From an optimization exercise on the open Yosys and OpenROAD flow, aimed at small area, a short achievable clock period and few clock cycles per item; shortcuts taken in it are not production practice. Where RTL was checked, it was by simulation tests only, not by an equivalence proof against the original. No driver is modelled on the clock port, so clocking that relies on it looks cheaper here than on a real chip. Power figures rest on the tool's default switching activity, not on a simulated workload.

// Convolution
module Convolution(clk, rst_n, in_valid, weight_valid,
  In_IFM_1, In_IFM_2, In_IFM_3, In_IFM_4, In_IFM_5, In_IFM_6, In_IFM_7, In_IFM_8, In_IFM_9,
  In_Weight_1, In_Weight_2, In_Weight_3, In_Weight_4, In_Weight_5, In_Weight_6, In_Weight_7, In_Weight_8, In_Weight_9,
  out_valid, Out_OFM);
input clk, rst_n, in_valid, weight_valid;
input [7:0] In_IFM_1;
input [7:0] In_IFM_2;
input [7:0] In_IFM_3;
input [7:0] In_IFM_4;
input [7:0] In_IFM_5;
input [7:0] In_IFM_6;
input [7:0] In_IFM_7;
input [7:0] In_IFM_8;
input [7:0] In_IFM_9;
input [7:0] In_Weight_1;
input [7:0] In_Weight_2;
input [7:0] In_Weight_3;
input [7:0] In_Weight_4;
input [7:0] In_Weight_5;
input [7:0] In_Weight_6;
input [7:0] In_Weight_7;
input [7:0] In_Weight_8;
input [7:0] In_Weight_9;
output out_valid;
output [20:0] Out_OFM;
reg [7:0] x1, w1;
reg [7:0] x2, w2;
reg [7:0] x3, w3;
reg [7:0] x4, w4;
reg [7:0] x5, w5;
reg [7:0] x6, w6;
reg [7:0] x7, w7;
reg [7:0] x8, w8;
reg [7:0] x9, w9;
wire [7:0] wn1;
wsel #(.N(8)) u_wsel1(.s(weight_valid), .a(In_Weight_1), .b(w1), .y(wn1));
wire [7:0] wn2;
wsel #(.N(8)) u_wsel2(.s(weight_valid), .a(In_Weight_2), .b(w2), .y(wn2));
wire [7:0] wn3;
  ...
==> flow/config.mk <==
export PLATFORM = sky130hd
export DESIGN_NAME = Convolution
export DESIGN_NICKNAME = Convolution
export VERILOG_FILES = /design/flow/design.v
export SDC_FILE = /design/flow/constraint.sdc
export NUM_CORES = 8
export LEC_CHECK = 0
export ABC_CLOCK_PERIOD_IN_PS = 2000
export CAP_MARGIN = 20
export CORE_MARGIN = 2
export CORE_UTILIZATION = 60
export CTS_CLUSTER_DIAMETER = 100
export CTS_CLUSTER_SIZE = 20
export PLACE_DENSITY = 0.7
export SLEW_MARGIN = 20
export SYNTH_HIERARCHICAL = 1
==> flow/constraint.sdc <==
create_clock -name core_clock -period 8.0 [get_ports {clk}]
set_input_delay 1.6000 -clock core_clock [delete_from_list [all_inputs] [get_ports {clk}]]
set_output_delay 1.6000 -clock core_clock [all_outputs]
set_load 0.01 [all_outputs]
standard.sh (not shown) runs the stock make flow with config.mk's settings and CLKGATE_MAP_FILE= SYNTH_SCRIPT=/design/flow/synth_recipe.tcl, a recipe that flattens the netlist after the stock synthesis.
==> flow/flow/run.sh <==
#!/bin/bash
# Own flow: the standard ORFS flow (standard synthesis, same steps and scripts), with
#  - port buffers of a plain small buffer cell (every input and output port still gets one),
#  - a tighter setup-slack target for the resizer's timing repair (flow/margin.txt),
#  - optionally (flow/post_cts.tcl) a step after clock-tree synthesis that sizes down cells
#    that are faster than needed, keeping the same setup-slack target.
# Each tool's full output goes to flow_orfs.log in this folder; ORFS's per-step logs stay
# under orfs/logs/.
set -euo pipefail
MARGIN=$(cat flow/margin.txt 2>/dev/null || echo 5.0)
export BUFFER_PORTS_ARGS="-buffer_cell sky130_fd_sc_hd__buf_1"
if [[ -f flow/post_cts.tcl ]]; then
  export POST_CTS_TCL=$PWD/flow/post_cts.tcl
fi
export OWN_MARGIN=$MARGIN
bash standard.sh SETUP_SLACK_MARGIN=$MARGIN finish > flow_orfs.log 2>&1
==> flow/flow/margin.txt <==
5.1
==> flow/flow/post_cts.tcl <==
# After clock-tree synthesis and its timing repair: size down cells on paths with more
# setup slack than the target, then legalise the placement again.
estimate_parasitics -placement
repair_timing -recover_power 100 -setup_margin $::env(OWN_MARGIN) -verbose
detailed_placement
check_placement -verbose
The starting point finished clean.
Testbench counts at the start, summed over its fixed seeds: cycles 824, items 800.
Edit:
==> flow/flow/margin.txt (replaced) <==
5.3
Effect: Non-clock buffer count rises by 8; total power grows by 2.8%; cell count rises by 0.34%; maximum frequency rises by about 4%; wire length goes up by 0.93%; worst setup slack gains 0.12 ns; flip-flop and latch count stays the same; final area is higher by 2.7%; clock-buffer cell count does not change; utilization grows by 1.6 points; die area stays the same.
Edit:
==> flow/flow/margin.txt (replaced) <==
5.2
Final cell count barely changes.
Register-to-register slack is about the same.
Die area does not change.
Clock skew barely changes.
First-iteration DRC count drops by 3.4%.
Setup slack loses 0.0053 ns.
Clock-buffer cell count is unchanged.
Critical path depth is unchanged.


Another version of the RTL of Convolution (not shown whole).
Size: roughly 170 I/O pins, about 25000 sq um of cells after synthesis.
## Convolution
module Convolution(clk, rst_n, in_valid, weight_valid,
  In_IFM_1, In_IFM_2, In_IFM_3, In_IFM_4, In_IFM_5, In_IFM_6, In_IFM_7, In_IFM_8, In_IFM_9,
  In_Weight_1, In_Weight_2, In_Weight_3, In_Weight_4, In_Weight_5, In_Weight_6, In_Weight_7, In_Weight_8, In_Weight_9,
  out_valid, Out_OFM);
==> flow/config.mk <==
export PLATFORM = sky130hd
export DESIGN_NAME = Convolution
export DESIGN_NICKNAME = Convolution
export VERILOG_FILES = /design/flow/design.v
export SDC_FILE = /design/flow/constraint.sdc
export NUM_CORES = 8
export LEC_CHECK = 0
export ABC_CLOCK_PERIOD_IN_PS = 2000
export CAP_MARGIN = 20
export CORE_MARGIN = 2
export CORE_UTILIZATION = 70
export CTS_CLUSTER_DIAMETER = 100
export CTS_CLUSTER_SIZE = 20
export PLACE_DENSITY = 0.8
export SLEW_MARGIN = 20
export SYNTH_HIERARCHICAL = 1
==> flow/constraint.sdc <==
create_clock -name core_clock -period 8.0 [get_ports {clk}]
set_input_delay 1.6000 -clock core_clock [delete_from_list [all_inputs] [get_ports {clk}]]
set_output_delay 1.6000 -clock core_clock [all_outputs]
set_load 0.01 [all_outputs]
==> flow/flow/margin.txt <==
5.35
Scripts as last shown in full above: flow/flow/run.sh, flow/flow/post_cts.tcl
Testbench counts at the start, summed over its fixed seeds: cycles 824, items 800.
==> next run, changes <==
- CORE_UTILIZATION: 70 -> 55
- PLACE_DENSITY: 0.8 -> 0.6
The new run completed without violations.
Clock power is about the same.
Register-to-register slack hardly moves.
Setup slack improved by 0.0037 ns.
Combinational power rose by about 0.7%.
==> next run, changes <==
- CORE_UTILIZATION: 55 -> 60
- PLACE_DENSITY: 0.6 -> 0.7
Maximum frequency climbs slightly.
Register-to-register slack is about the same.
Clock skew climbs by 0.0058 ns.
Total power drops by a few percent.
Synthesized cell count does not change.
Worst hold slack barely changes.
Synthesized area stays the same.


Convolution, a different RTL version from the one above (not shown whole).
Size in the first run: roughly 170 I/O pins, about 22000 µm² of cells after synthesis.
Settings: LEC_CHECK=0, ABC_CLOCK_PERIOD_IN_PS=2000, CAP_MARGIN=20, CORE_MARGIN=2, CORE_UTILIZATION=60, CTS_BUF_LIST=sky130_fd_sc_hd__clkbuf_4 sky130_fd_sc_hd__clkbuf_8, PLACE_DENSITY=0.7, SETUP_SLACK_MARGIN=5, SLEW_MARGIN=20, SYNTH_HIERARCHICAL=1; clock period 8.0 ns.
run.sh (not shown) runs the stock make flow with config.mk's settings and CLKGATE_MAP_FILE= SYNTH_SCRIPT=/design/flow/synth_recipe.tcl, a recipe that flattens the netlist after the stock synthesis.
Stock flow here: none of the scripts above is used.
Then changed:
--- a/flow/config.mk
+++ b/flow/config.mk
@@ -8 +7,0 @@
-export ABC_CLOCK_PERIOD_IN_PS = 2000
@@ -11,4 +10 @@
-export CORE_UTILIZATION = 60
-export CTS_BUF_LIST = sky130_fd_sc_hd__clkbuf_4 sky130_fd_sc_hd__clkbuf_8
-export PLACE_DENSITY = 0.7
-export SETUP_SLACK_MARGIN = 5
+export CORE_UTILIZATION = 40
Non-clock buffer count went down by 3.
Cell area goes up slightly.
Global-route usage falls by 9.8 points.
Die area is higher by well over a third.
Total power goes up by a few percent.
Critical path depth climbs by 2.
Register-to-register slack degrades by 0.24 ns.
Count of clock-buffer cells in the layout falls by 38.
Then changed:
==> flow/flow/run.sh (new file) <==
#!/bin/bash
# Own flow: the standard ORFS flow (standard synthesis, same steps), with
#  - port buffers of a plain small buffer cell (every input and output port still gets one),
#  - a tighter setup-slack target for the resizer's timing repair.
# Each tool's full output goes to flow_*.log in this folder; ORFS's own per-step logs stay
# under orfs/logs/.
set -euo pipefail
MARGIN=$(cat flow/margin.txt 2>/dev/null || echo 5.4)
export BUFFER_PORTS_ARGS="-buffer_cell sky130_fd_sc_hd__buf_1"
bash standard.sh SETUP_SLACK_MARGIN=$MARGIN finish > flow_orfs.log 2>&1
==> flow/flow/margin.txt (new file) <==
5.4
==> flow/standard.sh (new file) <==
#!/bin/bash
# synth_recipe.tcl (not shown) runs the flow's synth.tcl, then flattens the netlist and writes it again
# the make line also repeats each setting of config.mk as NAME=value (left out here)
make -C /OpenROAD-flow-scripts/flow DESIGN_CONFIG=/design/flow/config.mk WORK_HOME=/design/flow/orfs CLKGATE_MAP_FILE= SYNTH_SCRIPT=/design/flow/synth_recipe.tcl "${@:-finish}"
--- a/flow/config.mk
+++ b/flow/config.mk
@@ -7,0 +8 @@
+export ABC_CLOCK_PERIOD_IN_PS = 2000
@@ -10 +11,2 @@
-export CORE_UTILIZATION = 40
+export CORE_UTILIZATION = 60
+export PLACE_DENSITY = 0.7
removed: flow/run.sh
Outcome:
- count of clock-buffer cells in the layout goes up by 1
- clock power goes down by about 6%
- critical path depth goes up by 2
- design area goes up by 5.9%
Function was not checked in any run of this note: the RTL went through the layout flow alone.


Convolution, a different RTL version from the one above (not shown whole).
Size: roughly 1800 cells after synthesis, about 340 flip-flops, roughly 170 I/O pins, roughly 24000 um2 of cells after synthesis.
export LEC_CHECK = 0
export ABC_CLOCK_PERIOD_IN_PS = 2000
export CAP_MARGIN = 20
export CORE_MARGIN = 2
export CORE_UTILIZATION = 70
export CTS_CLUSTER_DIAMETER = 100
export CTS_CLUSTER_SIZE = 20
export PLACE_DENSITY = 0.8
export SLEW_MARGIN = 20
export SYNTH_HIERARCHICAL = 1
create_clock -name core_clock -period 8.0 [get_ports {clk}]
standard.sh (not shown) runs the stock make flow with config.mk's settings and CLKGATE_MAP_FILE= SYNTH_SCRIPT=/design/flow/synth_recipe.tcl, a recipe that flattens the netlist after the stock synthesis.
==> flow/flow/run.sh <==
#!/bin/bash
# Own flow: the standard ORFS flow (standard synthesis, same steps and scripts), with
#  - port buffers of a plain small buffer cell (every input and output port still gets one),
#  - a tighter setup-slack target for the resizer's timing repair (flow/margin.txt),
#  - optionally (flow/post_cts.tcl) a step after clock-tree synthesis that sizes down cells
#    that are faster than needed, keeping the same setup-slack target.
# Each tool's full output goes to flow_orfs.log in this folder; ORFS's per-step logs stay
# under orfs/logs/.
set -euo pipefail
MARGIN=$(cat flow/margin.txt 2>/dev/null || echo 5.0)
export BUFFER_PORTS_ARGS="-buffer_cell sky130_fd_sc_hd__buf_1"
if [[ -f flow/post_cts.tcl ]]; then
  export POST_CTS_TCL=$PWD/flow/post_cts.tcl
fi
export OWN_MARGIN=$MARGIN
bash standard.sh SETUP_SLACK_MARGIN=$MARGIN finish > flow_orfs.log 2>&1
==> flow/flow/margin.txt <==
5.2
Scripts as last shown in full above: flow/flow/post_cts.tcl
Testbench counts at the start, summed over its fixed seeds: cycles 824, items 800.
Next try:
Settings changed: CORE_UTILIZATION 70 to 60, PLACE_DENSITY 0.8 to 0.7.
Result:
- The new run finished with timing, DRC and antenna clean
- via count came out lower by 2.3%
- clock skew came out lower by 6.9 ps
- cell count came out higher by 3.0%
Next try:
Settings changed: CTS_CLUSTER_DIAMETER 100 to 75, CTS_CLUSTER_SIZE 20 to 30.
After rerunning:
- design area increases by 0.93%
- critical path depth stays the same
- total power increases by 2.0%
- worst setup slack gains 28 ps
- final cell count increases by 0.63%
- core utilization increases by 0.57 points
- sequential power hardly moves
- routed wire length barely changes
- global-route usage barely changes
- count of clock-buffer cells in the layout increases by 3
- sequential share of layout area decreases by 0.20 points
Next try:
==> flow/flow/run.sh (replaced) <==
#!/bin/bash
# Own flow: the standard ORFS flow (standard synthesis, same steps), with
#  - port buffers of a plain small buffer cell (every input and output port still gets one),
#  - a tighter setup-slack target for the resizer's timing repair.
# Each tool's full output goes to flow_*.log in this folder; ORFS's own per-step logs stay
# under orfs/logs/.
set -euo pipefail
MARGIN=$(cat flow/margin.txt 2>/dev/null || echo 5.4)
export BUFFER_PORTS_ARGS="-buffer_cell sky130_fd_sc_hd__buf_1"
bash standard.sh SETUP_SLACK_MARGIN=$MARGIN finish > flow_orfs.log 2>&1
Settings changed: CTS_CLUSTER_DIAMETER 75 to default, CTS_CLUSTER_SIZE 30 to default.
removed: flow/flow/post_cts.tcl
The changed run ran to the end with no violations.
Final area is higher by 2.7%.
Cell count climbs by 1.1%.
Combinational power grows by about 2%.
Power climbs by 4.9%.
Hold slack loses 9.7 ps.
Wire length is higher by 1.3%.
Clock-buffer cell count climbs by 24.
Area after synthesis is unchanged.
Flip-flop and latch count does not change.
Maximum frequency barely changes.


## the baseline
Convolution, a different RTL version from the one above (not shown whole).
Size: about 1800 cells after synthesis, ~340 flip-flops, about 170 I/O pins.
clock: 8.0 ns
lec_check: 0
abc_clock_period_in_ps: 2000
cap_margin: 20
core_margin: 2
core_utilization: 60
cts_cluster_diameter: 100
cts_cluster_size: 30
place_density: 0.7
slew_margin: 20
synth_hierarchical: 1
==> flow/flow/run.sh <==
#!/bin/bash
# Own flow: the standard ORFS flow (standard synthesis, same steps and scripts), with
#  - port buffers of a plain small buffer cell (every input and output port still gets one),
#  - a tighter setup-slack target for the resizer's timing repair (flow/margin.txt),
#  - optionally (flow/post_cts.tcl) a step after clock-tree synthesis that sizes down cells
#    that are faster than needed, keeping the same setup-slack target.
# Each tool's full output goes to flow_orfs.log in this folder; ORFS's per-step logs stay
# under orfs/logs/.
set -euo pipefail
MARGIN=$(cat flow/margin.txt 2>/dev/null || echo 5.0)
export BUFFER_PORTS_ARGS="-buffer_cell sky130_fd_sc_hd__buf_1"
if [[ -f flow/post_cts.tcl ]]; then
  export POST_CTS_TCL=$PWD/flow/post_cts.tcl
fi
export OWN_MARGIN=$MARGIN
bash standard.sh SETUP_SLACK_MARGIN=$MARGIN finish > flow_orfs.log 2>&1
Scripts as last shown in full above: flow/flow/margin.txt
For the candidate, these inputs were changed with respect to the baseline:
Settings: CTS_CLUSTER_DIAMETER changed from 100 to 50.
==> flow/flow/post_cts.tcl (new file) <==
# After clock-tree synthesis and its timing repair: size down cells on paths with more
# setup slack than the target, then legalise the placement again.
estimate_parasitics -placement
repair_timing -recover_power 100 -setup_margin $::env(OWN_MARGIN) -verbose
detailed_placement
check_placement -verbose
==> comparison <==
- The final routed wirelength across all metal layers of the candidate is higher than that of the baseline.
- Comparing the two runs side by side, the candidate comes out ahead of the baseline on setup slack.
- The candidate: number of fillers in the final layout is 19 lower than what the baseline reported.
- The candidate: combined area of the multi-input logic cells about 1.6% below the baseline
- Final total power went up by a little under 10% going from the baseline to the candidate.
- Global-route wire length before repair: the candidate and the baseline compared, lower one is the baseline
- Final area: lower on the baseline
- The higher transition at the pin with the smallest max-transition slack of the candidate and the baseline is in the candidate.
Function was not checked in any run of this note: the RTL went through the layout flow alone.


## old
Starting RTL as in the previous note.
## Convolution
module Convolution(clk, rst_n, in_valid, weight_valid,
  In_IFM_1, In_IFM_2, In_IFM_3, In_IFM_4, In_IFM_5, In_IFM_6, In_IFM_7, In_IFM_8, In_IFM_9,
  In_Weight_1, In_Weight_2, In_Weight_3, In_Weight_4, In_Weight_5, In_Weight_6, In_Weight_7, In_Weight_8, In_Weight_9,
  out_valid, Out_OFM);
input clk, rst_n, in_valid, weight_valid;
input [7:0] In_IFM_1;
input [7:0] In_IFM_2;
input [7:0] In_IFM_3;
input [7:0] In_IFM_4;
input [7:0] In_IFM_5;
input [7:0] In_IFM_6;
input [7:0] In_IFM_7;
input [7:0] In_IFM_8;
input [7:0] In_IFM_9;
input [7:0] In_Weight_1;
input [7:0] In_Weight_2;
input [7:0] In_Weight_3;
input [7:0] In_Weight_4;
input [7:0] In_Weight_5;
input [7:0] In_Weight_6;
input [7:0] In_Weight_7;
input [7:0] In_Weight_8;
input [7:0] In_Weight_9;
output out_valid;
output [20:0] Out_OFM;
reg [7:0] x1, w1;
reg [7:0] x2, w2;
reg [7:0] x3, w3;
reg [7:0] x4, w4;
reg [7:0] x5, w5;
reg [7:0] x6, w6;
reg [7:0] x7, w7;
reg [7:0] x8, w8;
reg [7:0] x9, w9;
wire [7:0] wn1;
wsel #(.N(8)) u_wsel1(.s(weight_valid), .a(In_Weight_1), .b(w1), .y(wn1));
wire [7:0] wn2;
wsel #(.N(8)) u_wsel2(.s(weight_valid), .a(In_Weight_2), .b(w2), .y(wn2));
wire [7:0] wn3;
wsel #(.N(8)) u_wsel3(.s(weight_valid), .a(In_Weight_3), .b(w3), .y(wn3));
wire [7:0] wn4;
wsel #(.N(8)) u_wsel4(.s(weight_valid), .a(In_Weight_4), .b(w4), .y(wn4));
wire [7:0] wn5;
wsel #(.N(8)) u_wsel5(.s(weight_valid), .a(In_Weight_5), .b(w5), .y(wn5));
wire [7:0] wn6;
wsel #(.N(8)) u_wsel6(.s(weight_valid), .a(In_Weight_6), .b(w6), .y(wn6));
wire [7:0] wn7;
wsel #(.N(8)) u_wsel7(.s(weight_valid), .a(In_Weight_7), .b(w7), .y(wn7));
wire [7:0] wn8;
  ...
Settings: LEC_CHECK=0, ABC_CLOCK_PERIOD_IN_PS=2000, CAP_MARGIN=20, CORE_MARGIN=2, CORE_UTILIZATION=60, CTS_CLUSTER_DIAMETER=100, CTS_CLUSTER_SIZE=30, PLACE_DENSITY=0.7, SLEW_MARGIN=20, SYNTH_HIERARCHICAL=1; clock period 8.0 ns.
==> flow/flow/post_cts.tcl <==
# After clock-tree synthesis and its timing repair: size down cells on paths with more
# setup slack than the target, then legalise the placement again.
estimate_parasitics -placement
repair_timing -recover_power 100 -setup_margin $::env(OWN_MARGIN) -verbose
detailed_placement
check_placement -verbose
Scripts as last shown in full above: flow/flow/run.sh, flow/flow/margin.txt
old reached the final stage; the timing, DRC and antenna checks on its layout passed.
Input changes introduced in new (baseline for comparison: old):
Settings: CTS_CLUSTER_SIZE removed (was 30); CTS_CLUSTER_DIAMETER removed (was 100).
new | stages: all done | timing, DRC, antenna: all pass
Final critical-path required period was lower in the run labelled new.
new -> old: number of cells on the worst hold path delta 0, exact match
old -> new: ratio of total power to cell area increased by a few percent
new: global-route wire length before repair is 1400 um higher than what old reported.
Comparing new and old, the lower switching power share of the total is on new.
Any difference in routability congestion estimate from global placement between new and old is small enough to ignore.
On routed wirelength normalized by instance count, new and old are basically level.
There was hardly any difference in count of non-CTS inverters in the layout between old and new.
new: final non-filler cell total is 1.8% higher than what old reported.
Taking old as the reference point, the total routing resource utilization after global routing of new rises by 0.74 points.
Relative to old, area overhead of the layout relative to synthesis increased by 3.0 points in new.
No functional check of the RTL was part of any run of this note.

[separate check: timing with driven ports]
Ports are ideal in the flow. The routed layouts listed here were re-timed in OpenROAD. Step 1 (the two cells are an assumption about what drives the block):
set clk [get_ports {clk}]
set_driving_cell -lib_cell sky130_fd_sc_hd__clkbuf_16 $clk
set_driving_cell -lib_cell sky130_fd_sc_hd__buf_2 [delete_from_list [all_inputs] $clk]
Step 2 moves the port delays by t, midway between the first and last clock arrival at a register: inputs arrive t later, outputs are due t later. That takes back most of the time a late clock gives input paths. a / b / c = no drivers / after step 1 / after step 2; a / b = the first two.
| run | t (ns) | setup WS [ns] | clock arrival spread, ns |
|---|---|---|---|
| the first run of note 1 | 0.608 | 5.110 / 5.110 / 4.781 | 0.038 / 0.038 |
| the second run of note 1 | 0.607 | 5.227 / 5.227 / 4.843 | 0.033 / 0.033 |
| the third run of note 1 | 0.607 | 5.222 / 5.222 / 4.793 | 0.037 / 0.037 |
| the first run of note 2 | 0.617 | 5.353 / 5.298 / 4.776 | 0.037 / 0.037 |
| the second run of note 2 | 0.621 | 5.357 / 5.299 / 5.261 | 0.015 / 0.016 |
| the third run of note 2 | 0.609 | 5.365 / 5.314 / 5.310 | 0.021 / 0.021 |
| the first run of note 3 | 0.719 | 5.079 / 5.070 / 5.079 | 0.031 / 0.030 |
| the second run of note 3 | 0.625 | 4.842 / 4.842 / 4.842 | 0.035 / 0.036 |
| the third run of note 3 | 0.610 | 5.210 / 5.210 / 5.046 | 0.016 / 0.016 |
| the first run of note 4 | 0.588 | 5.198 / 5.198 / 4.730 | 0.034 / 0.034 |
| the second run of note 4 | 0.612 | 5.179 / 5.179 / 4.777 | 0.028 / 0.028 |
| the third run of note 4 | 0.619 | 5.207 / 5.207 / 4.752 | 0.035 / 0.035 |
| the fourth run of note 4 | 0.621 | 5.205 / 5.205 / 4.806 | 0.017 / 0.017 |
| the baseline | 0.589 | 5.169 / 5.169 / 4.805 | 0.023 / 0.024 |
| the candidate | 0.623 | 5.174 / 5.174 / 4.779 | 0.034 / 0.033 |
| old | 0.589 | 5.170 / 5.170 / 4.757 | 0.027 / 0.027 |
| new | 0.619 | 5.189 / 5.189 / 4.767 | 0.019 / 0.019 |
After both steps setup and hold are still met in every run listed. For the first run of note 2, which loses most, drivers alone change the setup slack by -0.055 ns; drivers and shift together by -0.577 ns.
